Background: an optimization exercise with open tools, aiming at small area, a short achievable clock period and few clock cycles per item. Do not read the settings as production practice. Function was checked by simulation only, so behaviour that the tests miss may differ from the original.

## flow/design.v (module list and top-level ports; edited modules follow where they fit)
// module fa: 4 lines
// module ha: 4 lines
// module reciprocal: 38 lines
// module imc: 1554 lines
module imc
  #(parameter INPUT_W = 16,
    parameter OUTPUT_W = 16)
(
    input  logic                   clk,
    input  logic                   rst_n,
    input  logic                   start,
    input  logic [INPUT_W-1:0]     aIn,
    input  logic [INPUT_W-1:0]     bIn,
    input  logic [INPUT_W-1:0]     cIn,
    input  logic [INPUT_W-1:0]     dIn,
    output logic                   ready,
    output logic [OUTPUT_W-1:0]    aOut,
    output logic [OUTPUT_W-1:0]    bOut,
    output logic [OUTPUT_W-1:0]    cOut,
    output logic [OUTPUT_W-1:0]    dOut,
    output logic                   aOut_sign,
    output logic                   bOut_sign,
    output logic                   cOut_sign,
    output logic                   dOut_sign
);
  // ...
==> flow/flow/run.sh <==
#!/bin/bash
# The standard layout (the standard.sh, all ORFS steps from synthesis
# to finish), except that buffer_ports puts a buf_2 on every input and
# output port instead of the cell it picks on its own (a slow delay cell,
# clkdlybuf4s50_1). Timing repair still resizes port buffers as it needs.
# make's output goes to flow_make.log; ORFS keeps each step's log under
# orfs/logs.
set -euo pipefail
bash standard.sh "BUFFER_PORTS_ARGS=-buffer_cell sky130_fd_sc_hd__buf_2" finish > flow_make.log 2>&1
==> flow/standard.sh <==
#!/bin/bash
# synth_recipe.tcl (not shown) runs the flow's synth.tcl, then flattens the netlist and writes it again
# the make line also repeats each setting of config.mk as NAME=value (left out here)
make -C /OpenROAD-flow-scripts/flow DESIGN_CONFIG=/design/flow/config.mk WORK_HOME=/design/flow/orfs CLKGATE_MAP_FILE= SYNTH_SCRIPT=/design/flow/synth_recipe.tcl "${@:-finish}"
==> flow/config.mk <==
export PLATFORM = sky130hd
export DESIGN_NAME = imc
export DESIGN_NICKNAME = imc
export VERILOG_FILES = /design/flow/design.v
export SDC_FILE = /design/flow/constraint.sdc
export NUM_CORES = 4
export LEC_CHECK = 0
export CAP_MARGIN = 20
export CORE_MARGIN = 2
export CORE_UTILIZATION = 60
export GPL_ROUTABILITY_DRIVEN = 0
export SETUP_SLACK_MARGIN = 3
export SLEW_MARGIN = 20
export SYNTH_HIERARCHICAL = 1
==> flow/constraint.sdc <==
create_clock -name core_clock -period 11.0 [get_ports {clk}]
set_input_delay 2.2000 -clock core_clock [delete_from_list [all_inputs] [get_ports {clk}]]
set_output_delay 2.2000 -clock core_clock [all_outputs]
set_load 0.01 [all_outputs]
==> notes.md, run 1 <==
* Multi-input gates at between 1500 and 2000
* Seq/total area at 6.13%
* Inserted Diodes at 0
* CTS Hold Bufs at 0
* Hold Crit Class: in2async
* Initial antenna violation count at 0
* Tightest Pin Transition at approximately 940 ps
* # rows at between 60 and 70
* WL final at between 50000 and 60000 um
* Largest family of logic cells by synthesized area: adder cells
* Crit Path Max Fanout at 20
* Final #Nets at around 2900
* Dpl cells at ~2600
* M1 WL at about 23000 um
* Post-synth top cells: nand2_1 (685), fa_1 (567), clkbuf_1 (126)
* 1st-iter DRT viols at approximately 1500
* Post-synth ARST share at about 2.2%
* CTS sink count at 45
* Number of synthesized flops with an enable pin at between 40 and 50
* Buffering overhead at ~4.6%
* Startpoint types: input port
* Post-CTS sizing at 40
* Die H at between 150 and 200 um
* Status: complete, no violations
* Number of global-route vias before repair at approximately 17000
* Area fraction in compound gates after synthesis at under 10%
* Clock transition at the registers of the reported paths at 60 ps
* Largest net degree at the start of global routing at 45
* DIE AREA at around 36000 um^2
* Top Layer Used: met4
* Critical path class: in2reg
* Non-clock buffer count at about 160
* I/O Buffers at approximately 140
* Synth top area share at between 50 and 60%
* XOR/XNOR Fraction of Synth Area at ~3.6%
Testbench counts, summed over its fixed seeds: cycles 3,200, items 3,200.
==> inputs of run 2 (changes only) <==
--- a/flow/design.v
+++ b/flow/design.v
@@ -1121,25 +1121,28 @@
     assign cC[i+1] = cC[i] & ~cIn[8+i];
     assign mD[i]   = aIn[8+i] ^ aIn[15] ^ cD[i];
     assign cD[i+1] = cD[i] & ~aIn[8+i];
   end
   logic [16:0] dxv, dyv, diff;
   logic        det_sign;
   assign dxv      = {1'b1, dx[15], dx[14], dx[13], dx[12], dx[11], dx[10], dx[9], dx[8], dx[7], dx[6], dx[5], dx[4], dx[3], dx[2], dx[1], dx[0]};
   assign dyv      = {dy[16], dy[15], dy[14], dy[13], dy[12], dy[11], dy[10], dy[9], dy[8], dy[7], dy[6], dy[5], dy[4], dy[3], dy[2], dy[1], ~dy[0]};
-  wire [4:0] dl_p = {dx[4], dx[3], dx[2], dx[1], dx[0]} ^ {dy[4], dy[3], dy[2], dy[1], ~dy[0]};
-  wire [4:0] dl_g = {dx[4], dx[3], dx[2], dx[1], dx[0]} & {dy[4], dy[3], dy[2], dy[1], ~dy[0]};
-  wire dl_G1_0 = dl_g[1] | (dl_p[1] & (dl_g[0] | (dl_p[0] & cp)));
-  wire dl_G3_2 = dl_g[3] | (dl_p[3] & dl_g[2]);
-  wire dl_P3_2 = dl_p[3] & dl_p[2];
+  wire dl_b0c = (dx[0] & ~dy[0]) | (dx[0] & cp) | (~dy[0] & cp);
+  wire [2:0] dl_p = {dx[3], dx[2], dx[1]} ^ {dy[3], dy[2], dy[1]};
+  wire [2:0] dl_g = {dx[3], dx[2], dx[1]} & {dy[3], dy[2], dy[1]};
+  wire dl_G1_0 = dl_g[1] | (dl_p[1] & dl_g[0]);
+  wire dl_P1_0 = dl_p[1] & dl_p[0];
   wire dl_G2_0 = dl_g[2] | (dl_p[2] & dl_G1_0);
-  wire dl_G3_0 = dl_G3_2 | (dl_P3_2 & dl_G1_0);
-  wire dl_G4_0 = dl_g[4] | (dl_p[4] & dl_G3_0);
-  assign diff     = {12'd0, (dl_p[4] ^ dl_G3_0), (dl_p[3] ^ dl_G2_0), (dl_p[2] ^ dl_G1_0), (dl_p[1] ^ (dl_g[0] | (dl_p[0] & cp))), (dl_p[0] ^ cp)};
+  wire dl_P2_0 = dl_p[2] & dl_P1_0;
+  wire dl_c1 = dl_g[0] | (dl_p[0] & dl_b0c);
+  wire dl_c2 = dl_G1_0 | (dl_P1_0 & dl_b0c);
+  wire dl_c3 = dl_G2_0 | (dl_P2_0 & dl_b0c);
+  assign diff     = {12'd0, (dx[4] ^ dy[4] ^ dl_c3), (dl_p[2] ^ dl_c2), (dl_p[1] ^ dl_c1), (dl_p[0] ^ dl_b0c), (dx[0] ^ ~dy[0] ^ cp)};
+  wire dl_G3_0 = dl_c3;
   logic        c4, ghi, phi;
   assign c4       = dl_G3_0;
   wire [11:0] gh_p = {dxv[15], dxv[14], dxv[13], dxv[12], dxv[11], dxv[10], dxv[9], dxv[8], dxv[7], dxv[6], dxv[5], dxv[4]} | {dyv[15], dyv[14], dyv[13], dyv[12], dyv[11], dyv[10], dyv[9], dyv[8], dyv[7], dyv[6], dyv[5], dyv[4]};
   wire [11:0] gh_g = {dxv[15], dxv[14], dxv[13], dxv[12], dxv[11], dxv[10], dxv[9], dxv[8], dxv[7], dxv[6], dxv[5], dxv[4]} & {dyv[15], dyv[14], dyv[13], dyv[12], dyv[11], dyv[10], dyv[9], dyv[8], dyv[7], dyv[6], dyv[5], dyv[4]};
   wire gh_G2_1 = gh_g[2] | (gh_p[2] & gh_g[1]);
   wire gh_P2_1 = gh_p[2] & gh_p[1];
   wire gh_G2_0 = gh_G2_1 | (gh_P2_1 & gh_g[0]);
   wire gh_G5_4 = gh_g[5] | (gh_p[5] & gh_g[4]);
==> flow/config.mk (replaced) <==
export PLATFORM = sky130hd
export DESIGN_NAME = imc
export DESIGN_NICKNAME = imc
export VERILOG_FILES = /design/flow/design.v
export SDC_FILE = /design/flow/constraint.sdc
export NUM_CORES = 4
export LEC_CHECK = 0
export CAP_MARGIN = 20
export CORE_MARGIN = 2
export CORE_UTILIZATION = 60
export SETUP_SLACK_MARGIN = 3
export SLEW_MARGIN = 20
export SYNTH_HIERARCHICAL = 1
==> run 2 against run 1 <==
Critical path depth fell by 1; first-iteration DRC count decreased by 8.1%; hold slack got worse by 3.5 ps; clock-buffer cell count rose by 1; die area rose by 1.6%; non-clock buffer count shrank 2; core utilization grew 0.50 points; critical endpoint unchanged; highest routed layer unchanged.
==> notes.md, run 2 <==
* Status: complete, no violations (unchanged)
* Final core occ at 64.5% (was 64.0%)
* Clock root cell: clkbuf_16 (unchanged)
* Synth area leader: fa_1 (unchanged)
* Setup ws final at 3180 ps (was 3010 ps)
* Number of H-tree levels at 2 (unchanged)
* Crit path DAT at 7850 ps (was 8030 ps)
* CTS Hold Bufs at 0 (unchanged)
* CTS tree: done (unchanged)
* Post-synth top cells: nand2_1 (679), fa_1 (566), clkbuf_1 (115) (was nand2_1 (685), fa_1 (567), clkbuf_1 (126))
* Crit-path cells: clkbuf_4 > nand2_1 > fa_1 > fa_1 > fa_1 > fa_1 > inv_1 > fa_1 > fa_1 > fa_1 > fa_1 > ha_1 > fa_1 > nor2b_1 > o21ai_1 > o211ai_1 > o22ai_1 > xor2_1 (was buf_2 > nand2_1 > fa_1 > fa_1 > fa_1 > fa_1 > fa_1 > fa_1 > inv_1 > fa_1 > fa_1 > fa_2 > a21o_1 > a21oi_2 > nor2_1 > o21ai_1 > a211o_1 > a21oi_1 > xnor2_1)
* Startpoint types: input port (unchanged)
* Synth area leaders: fa_1 (54%), nand2_1 (12%), edfxtp_1 (6.3%) (was fa_1 (55%), nand2_1 (12%), edfxtp_1 (6.4%))
* Final period utilization at 71.1% (was 72.7%)
* Achievable frequency at 128 MHz (was 125 MHz)
* Hold Crit Class: in2async (unchanged)
* Post-synth ARST share at 2.22% (unchanged)
* WL final at 56200 um (was 56300 um)
* Largest net degree at the start of global routing at 45 (unchanged)
* Yosys reg bits at 45 (unchanged)
* Crit Path Max Fanout at 25 (was 20)
* Critical path class: in2reg (unchanged)
* Synthesized area per cell at 9.73 um^2 (was 9.88 um^2)
* Hold Fails Final Rpt at 0 (unchanged)
* Minimum clock period at 7820 ps (was 7990 ps)
* Die H at 191 um (was 190 um)
* Initial antenna violation count at 0 (unchanged)
* Routed len/inst at 21.2 um (was 21.8 um)
* 1st-iter DRT viols at 1398 (was 1521)
* YS warnings at 8 (unchanged)
* RD Place Congestion at just under 1
* Clock transition at the registers of the reported paths at 60 ps (about the same)
* Post-route ant nets at 0 (unchanged)
* Number of global-route vias before repair at 17200 (was 17100)
* DRC errors left at 0 (unchanged)
* Top cell by count, worst path: fa_1 (unchanged)
* Most frequent cells in the layout: nand2_1 (679), fa_1 (566), inv_1 (105), ha_1 (94), buf_2 (78) (was nand2_1 (683), fa_1 (564), buf_2 (104), ha_1 (94), inv_1 (93))
* Tightest Pin Transition at 991 ps (was 936 ps)
* First-pass GRT wire length at 92000 um (was 92100 um)
* Number of buffers created by CTS at 5 (unchanged)
* Initial core utilization at 61.0% (was 60.5%)
* # setup viols final at 0 (unchanged)
* Io pins at 136 (unchanged)
* Library cells used by synthesis at 65 (was 66)
* GRT overflow at 0 (unchanged)
* Critical path data required time at 11030 ps (was 11040 ps)
* Buffers plus inverters on the worst setup path at 2 (unchanged)
* Final #Nets at 2923 (was 2856)
* Worst path slowest cell: fa_1 (unchanged)
* Number of synthesized flops with an enable pin at 44 (unchanged)
* Slew Viols, Final at 0 (unchanged)
* Die X at 191 um (was 190 um)
* Crit end category: flip-flop (unchanged)
* Synth top area share at 53.7% (was 54.7%)
* Core ar. at 34500 um^2 (was 34300 um^2)
* Post-DP HPWL at 42600 um (was 41100 um)
* Post-synth top flop: edfxtp_1 (unchanged)
* GRT Total Usage at 32.4% (was 33.0%)
* Gate Count Post-Synth at 2167 (was 2100)
* 1st-pass router iterations at 6 (was 7)
* Slowest stage delay, CP at 570 ps (about the same)
* CTS sink count at 45 (unchanged)
* I/O Buffers at 135 (unchanged)
* Via count at 16100 (was 15700)
* Post-Syn Area at 21100 um^2 (was 20800 um^2)
* Vias per cell at 6.06 (about the same)
* Layout Area Growth over Synthesis at 5.71% (was 5.77%)
* Dpl cells at 2631 (was 2562)
* Commonest non-fill, non-tap cell in the layout: nand2_1 (unchanged)
* RSZ-0062 raised after global routing: false (was true)
* Setup TNS at 0 ps (unchanged)
* Cell with the most instances after synthesis: nand2_1 (unchanged)
* Inserted Diodes at 0 (unchanged)
* CTS Buffer Depth at 2 (unchanged)
* Layout cells sized above 1 at 9.20% (was 10.3%)
* # rows at 68 (unchanged)
* Layout Cells excl Fill at 2651 (was 2584)
* DIE AREA at 36700 um^2 (was 36100 um^2)
* Sequential element share of the synthesized area at 6.39% (was 6.49%)
* Slew Limit Headroom at 32.2% (was 37.6%)
* Setup WS pre-CTS at 2680 ps (was 2290 ps)
* Kind of cell adding the most delay to the critical path: adder cells (unchanged)
* Max_cap viols at 0 (unchanged)
[run 2: cell types whose count changed in the layout (fill, tap and decap cells not counted), sizes merged, moves of 8 or more]
cell    change
buf        -32
clkbuf     +31
a21oi      +19
xnor2      -17
inv        +12
a21o       +10
nand2       -9
nand2b      +9
nand3       +8
or4         -8
[run 2: worst max-delay path by stage]
stage | start | end | slack (ps) | cells past startpoint
final | aIn[15] | dsign_r$_DFFE_PP_ | 3180 | 18
after CTS | aIn[7] | dsign_r$_DFFE_PP_ | 3000 | 18
after global placement | dIn[9] | dsign_r$_DFFE_PP_ | 2830 | 18
after floorplan | dIn[11] | dsign_r$_DFFE_PP_ | 3010 | 18
after global routing | lo_r[0]$_DFFE_PP_ | dOut[9] | 2980 | 21
after detailed placement | aIn[13] | dsign_r$_DFFE_PP_ | 2680 | 18
[run 2: cell families after synthesis]
family	Yosys count	synth area share [%]
adder cells (fa/ha/maj)	671	59.9
AO/OA/AOI/OAI	229	7.54
XOR/XNOR	69	2.90
AND/OR/NAND/NOR	850	17.2
other	1	0.0178
multiplexers	7	0.392
flip-flops	45	6.39
buffers and inverters	295	5.67
[run 2: per-layer routing]
metal	vias up	GRT usage [%]	share of wire [%]
met4	0	8.02	1.8
met1	8395	45.3	40
li1	6863	-	-
met5	-	0	0
met2	736	53.7	50
met3	73	5.03	8.2
[run 2: cell type report]
type | count | area (um^2)
clock buffers | 6 | 139
clock inverters | 2 | 37.5
fillers | 2858 | 12300
inverters | 105 | 394
multi-input cells | 1881 | 18800
flip-flops and latches | 45 | 1350
well taps | 455 | 569
repair buffers | 157 | 1010
[run 2: modules after synthesis (local to each module, per instance)]
| module | times used | cells | flip-flops and latches | cell area [um^2] |
|---|---|---|---|---|
| ha | 15 | 1 | 0 | 12.5 |
| imc | 1 | 1549 | 45 | 9530 |
| fa | 548 | 1 | 0 | 20.0 |
| reciprocal | 1 | 55 | 0 | 399 |
[run 2: what timing repair did]
| action | 4_1_cts | 5_1_grt |
|---|---|---|
| setup buffers | 0 | 12 |
| setup endpoints to repair | 1 | 8 |
| pin swaps | 0 | 1 |
| gates resized for setup | 4 | 85 |
[run 2: per-stage QoR]
stage	instance area [um^2]	hold WS (ps)
after global placement	21800	1980
after detailed placement	21800	1980
after CTS	22000	1660
after floorplan	21300	1900
after global routing	22300	1660
final	22300	1660
Testbench counts of run 2, summed over its fixed seeds: cycles 3,200, items 3,200.
==> inputs of run 3 (changes only) <==
--- a/flow/config.mk
+++ b/flow/config.mk
@@ -9,5 +9,5 @@
 export CORE_MARGIN = 2
 export CORE_UTILIZATION = 60
-export SETUP_SLACK_MARGIN = 3
+export SETUP_SLACK_MARGIN = 3.2
 export SLEW_MARGIN = 20
 export SYNTH_HIERARCHICAL = 1
==> run 3 against run 2 <==
Non-clock buffer count unchanged; sequential cell count unchanged; global-route usage is 0.26 points higher; cell count is the same; via count decreased by 0.25%; critical path depth down 1; cell area is 0.42% higher; first-iteration DRC count is 15% lower; core utilization grew 0.27 points; critical endpoint unchanged.
==> notes.md, run 3 <==
* Gate Count Post-Synth at 2167 (unchanged)
* CP endpoint: dsign_r$_DFFE_PP_ (unchanged)
* DIE AREA at 36700 um^2 (unchanged)
* Number of H-tree levels at 2 (unchanged)
* DRC errors left at 0 (unchanged)
* Yosys reg bits at 45 (unchanged)
* Commonest non-fill, non-tap cell in the layout: nand2_1 (unchanged)
* Post-synth top flop: edfxtp_1 (unchanged)
* YS warnings at 8 (unchanged)
* Post-synth ARST share at 2.22% (unchanged)
* # setup viols final at 0 (unchanged)
* WL final at 56900 um (was 56200 um)
* Critical path class: in2reg (unchanged)
* Kind of cell adding the most delay to the critical path: adder cells (unchanged)
* Buffers plus inverters on the worst setup path at 1 (was 2)
* Synth top area share at 53.7% (unchanged)
* Clock transition at the registers of the reported paths at 60 ps (about the same)
* Final #Nets at 2923 (unchanged)
* Setup TNS at 0 ps (unchanged)
* Slowest stage delay, CP at 480 ps (was 570 ps)
* Number of synthesized flops with an enable pin at 44 (unchanged)
* Crit path DAT at 7860 ps (was 7850 ps)
* RSZ-0062 raised after global routing: true (was false)
* Clock root cell: clkbuf_16 (unchanged)
* Minimum clock period at 7820 ps (about the same)
* Vias per cell at 6.05 (was 6.06)
* Initial antenna violation count at 0 (unchanged)
* Slew Viols, Final at 0 (unchanged)
* Sequential element share of the synthesized area at 6.39% (unchanged)
* Routed len/inst at 21.5 um (was 21.2 um)
* Max_cap viols at 0 (unchanged)
* Synthesized area per cell at 9.73 um^2 (unchanged)
* Initial core utilization at 61.0% (unchanged)
* Final period utilization at 71.1% (about the same)
* Top cell by count, worst path: fa_1 (unchanged)
* Inserted Diodes at 0 (unchanged)
* Most frequent cells in the layout: nand2_1 (679), fa_1 (566), inv_1 (105), ha_1 (93), buf_2 (80) (was nand2_1 (679), fa_1 (566), inv_1 (105), ha_1 (94), buf_2 (78))
* Critical path data required time at 11040 ps (was 11030 ps)
* Final Cell Area at 22400 um^2 (was 22300 um^2)
* Number of buffers created by CTS at 5 (unchanged)
* Slew Limit Headroom at 23.3% (was 32.2%)
* Hold Crit Class: in2async (unchanged)
* Achievable frequency at 128 MHz (about the same)
* Crit end category: flip-flop (unchanged)
* 1st-pass router iterations at 6 (unchanged)
* Die X at 191 um (unchanged)
* Io pins at 136 (unchanged)
* GRT overflow at 0 (unchanged)
* Synth area leaders: fa_1 (54%), nand2_1 (12%), edfxtp_1 (6.3%) (unchanged)
* 1st-iter DRT viols at 1187 (was 1398)
* Synth area leader: fa_1 (unchanged)
* Die H at 191 um (unchanged)
* Levels on crit path at 17 (was 18)
* Hold Fails Final Rpt at 0 (unchanged)
* Worst path slowest cell: fa_1 (unchanged)
* Layout Area Growth over Synthesis at 6.15% (was 5.71%)
* Number of global-route vias before repair at 17200 (about the same)
* Via count at 16000 (was 16100)
* Final core occ at 64.8% (was 64.5%)
* I/O Buffers at 135 (unchanged)
* Crit-path cells: buf_2 > nand2_1 > fa_1 > fa_1 > fa_1 > fa_1 > fa_1 > fa_1 > fa_1 > fa_1 > ha_1 > fa_1 > nor2b_1 > o21ai_0 > o211ai_1 > o22ai_1 > xor2_1 (was clkbuf_4 > nand2_1 > fa_1 > fa_1 > fa_1 > fa_1 > inv_1 > fa_1 > fa_1 > fa_1 > fa_1 > ha_1 > fa_1 > nor2b_1 > o21ai_1 > o211ai_1 > o22ai_1 > xor2_1)
* GRT Total Usage at 32.7% (was 32.4%)
* Cell with the most instances after synthesis: nand2_1 (unchanged)
* Status: complete, no violations (unchanged)
* Post-Syn Area at 21100 um^2 (unchanged)
* Layout cells sized above 1 at 9.29% (was 9.20%)
* CTS tree: done (unchanged)
* Library cells used by synthesis at 65 (unchanged)
* Largest net degree at the start of global routing at 45 (unchanged)
* # rows at 68 (unchanged)
* Post-route ant nets at 0 (unchanged)
* Critical Path Start: bIn[7] (was aIn[15])
* First-pass GRT wire length at 91900 um (was 92000 um)
* CTS sink count at 45 (unchanged)
* Tightest Pin Transition at 1120 ps (was 991 ps)
* Post-DP HPWL at 43400 um (was 42600 um)
* Startpoint types: input port (unchanged)
* RD Place Congestion at 0.951 (was 0.972)
* Crit Path Max Fanout at 17 (was 25)
* CTS Hold Bufs at 0 (unchanged)
* Post-synth top cells: nand2_1 (679), fa_1 (566), clkbuf_1 (115) (unchanged)
* Core ar. at 34500 um^2 (unchanged)
* CTS Buffer Depth at 2 (unchanged)
* Placed inst area at 21800 um^2 (about the same)
run 3: layout make-up:
| type | instances | area [um^2] |
|---|---|---|
| clock buffers | 7 | 143 |
| clock inverters | 1 | 30.0 |
| fillers | 2879 | 12200 |
| inverters | 105 | 394 |
| multi-input cells | 1881 | 18800 |
| flip-flops and latches | 45 | 1350 |
| well taps | 455 | 569 |
| repair buffers | 157 | 1070 |
run 3: worst min path at each step:
stage / from / end / cells after the start
global placement: rst_n / ready_r$_DFF_PN0_ / 1
finish: rst_n / ready_r$_DFF_PN0_ / 1
global route: rst_n / ready_r$_DFF_PN0_ / 1
CTS: rst_n / ready_r$_DFF_PN0_ / 1
detailed placement: rst_n / ready_r$_DFF_PN0_ / 1
floorplan: rst_n / ready_r$_DFF_PN0_ / 0
run 3: cell families (layout without fill, tap and decap cells):
logic type	Yosys count	after routing	share of synthesized area [%]
xor+xnor	69	69	2.90
other cells	1	55	0.0178
mux	7	7	0.392
fa+ha+maj	671	671	59.9
buf+inv	295	270	5.67
compound gates	229	229	7.54
flops	45	45	6.39
simple gates	850	850	17.2
run 3: per-layer routing:
layer | track usage [%] | routed length (um) | vias up
met3 | 6.39 | 4750 | 79
met4 | 8.79 | 1180 | 0
met2 | 54.2 | 28300 | 726
met1 | 44.4 | 22700 | 8348
li1 | - | - | 6874
met5 | 0 | 0 | -
run 3: per-module statistics from Yosys (local to each module, per instance):
module,cell area [um^2],cells
fa,20.0,1
reciprocal,399,55
ha,12.5,1
imc,9530,1549
run 3: repair_timing:
action	CTS	global route
resized for setup	48	42
setup buffers	4	8
gates cloned	0	1
endpoints found under the setup margin	16	11
pin swaps	0	3
run 3: metrics by stage:
step           hold slack [ps]  worst slack [ps]  std cells
2_1_floorplan             1900              3200       2221
3_3_place_gp              1980              2810       2630
3_5_place_dp              1980              2730       2630
4_1_cts                   1670              3200       2642
5_1_grt                   1670              3000       2651
6_report                  1670              3180       2651

## port drivers added, routing unchanged
In the flow no input, the clock included, has a driving cell. The finished layouts below were timed again as built, in two steps.
Step 1 (the two cells are an assumption about what drives the block):
set clk [get_ports {clk}]
set_driving_cell -lib_cell sky130_fd_sc_hd__clkbuf_16 $clk
set_driving_cell -lib_cell sky130_fd_sc_hd__buf_2 [delete_from_list [all_inputs] $clk]
Step 2 adds t to the input delays and takes it off the output delays; t is the mean of the earliest and latest rising clock arrival at the registers after step 1. Input paths then give back, and output paths get back, about the clock's delay inside the block.
a / b / c = ideal ports / drivers / drivers and shift; a / b = the first two.
run	t, ns	setup slack, ns	worst hold slack (ns)	slew at the worst register clock pin (ns)
run 1	0.332	3.005 / 3.014 / 2.682	1.668 / 1.646 / 1.978	0.06 / 0.06
run 2	0.336	3.178 / 3.173 / 2.850	1.664 / 1.647 / 1.982	0.06 / 0.06
run 3	0.335	3.182 / 3.202 / 2.867	1.670 / 1.648 / 1.983	0.06 / 0.06
After both steps setup and hold are still met in every run listed. The setup slack of run 2, which loses most, moves by -0.005 ns with the drivers and by -0.328 ns with both steps.
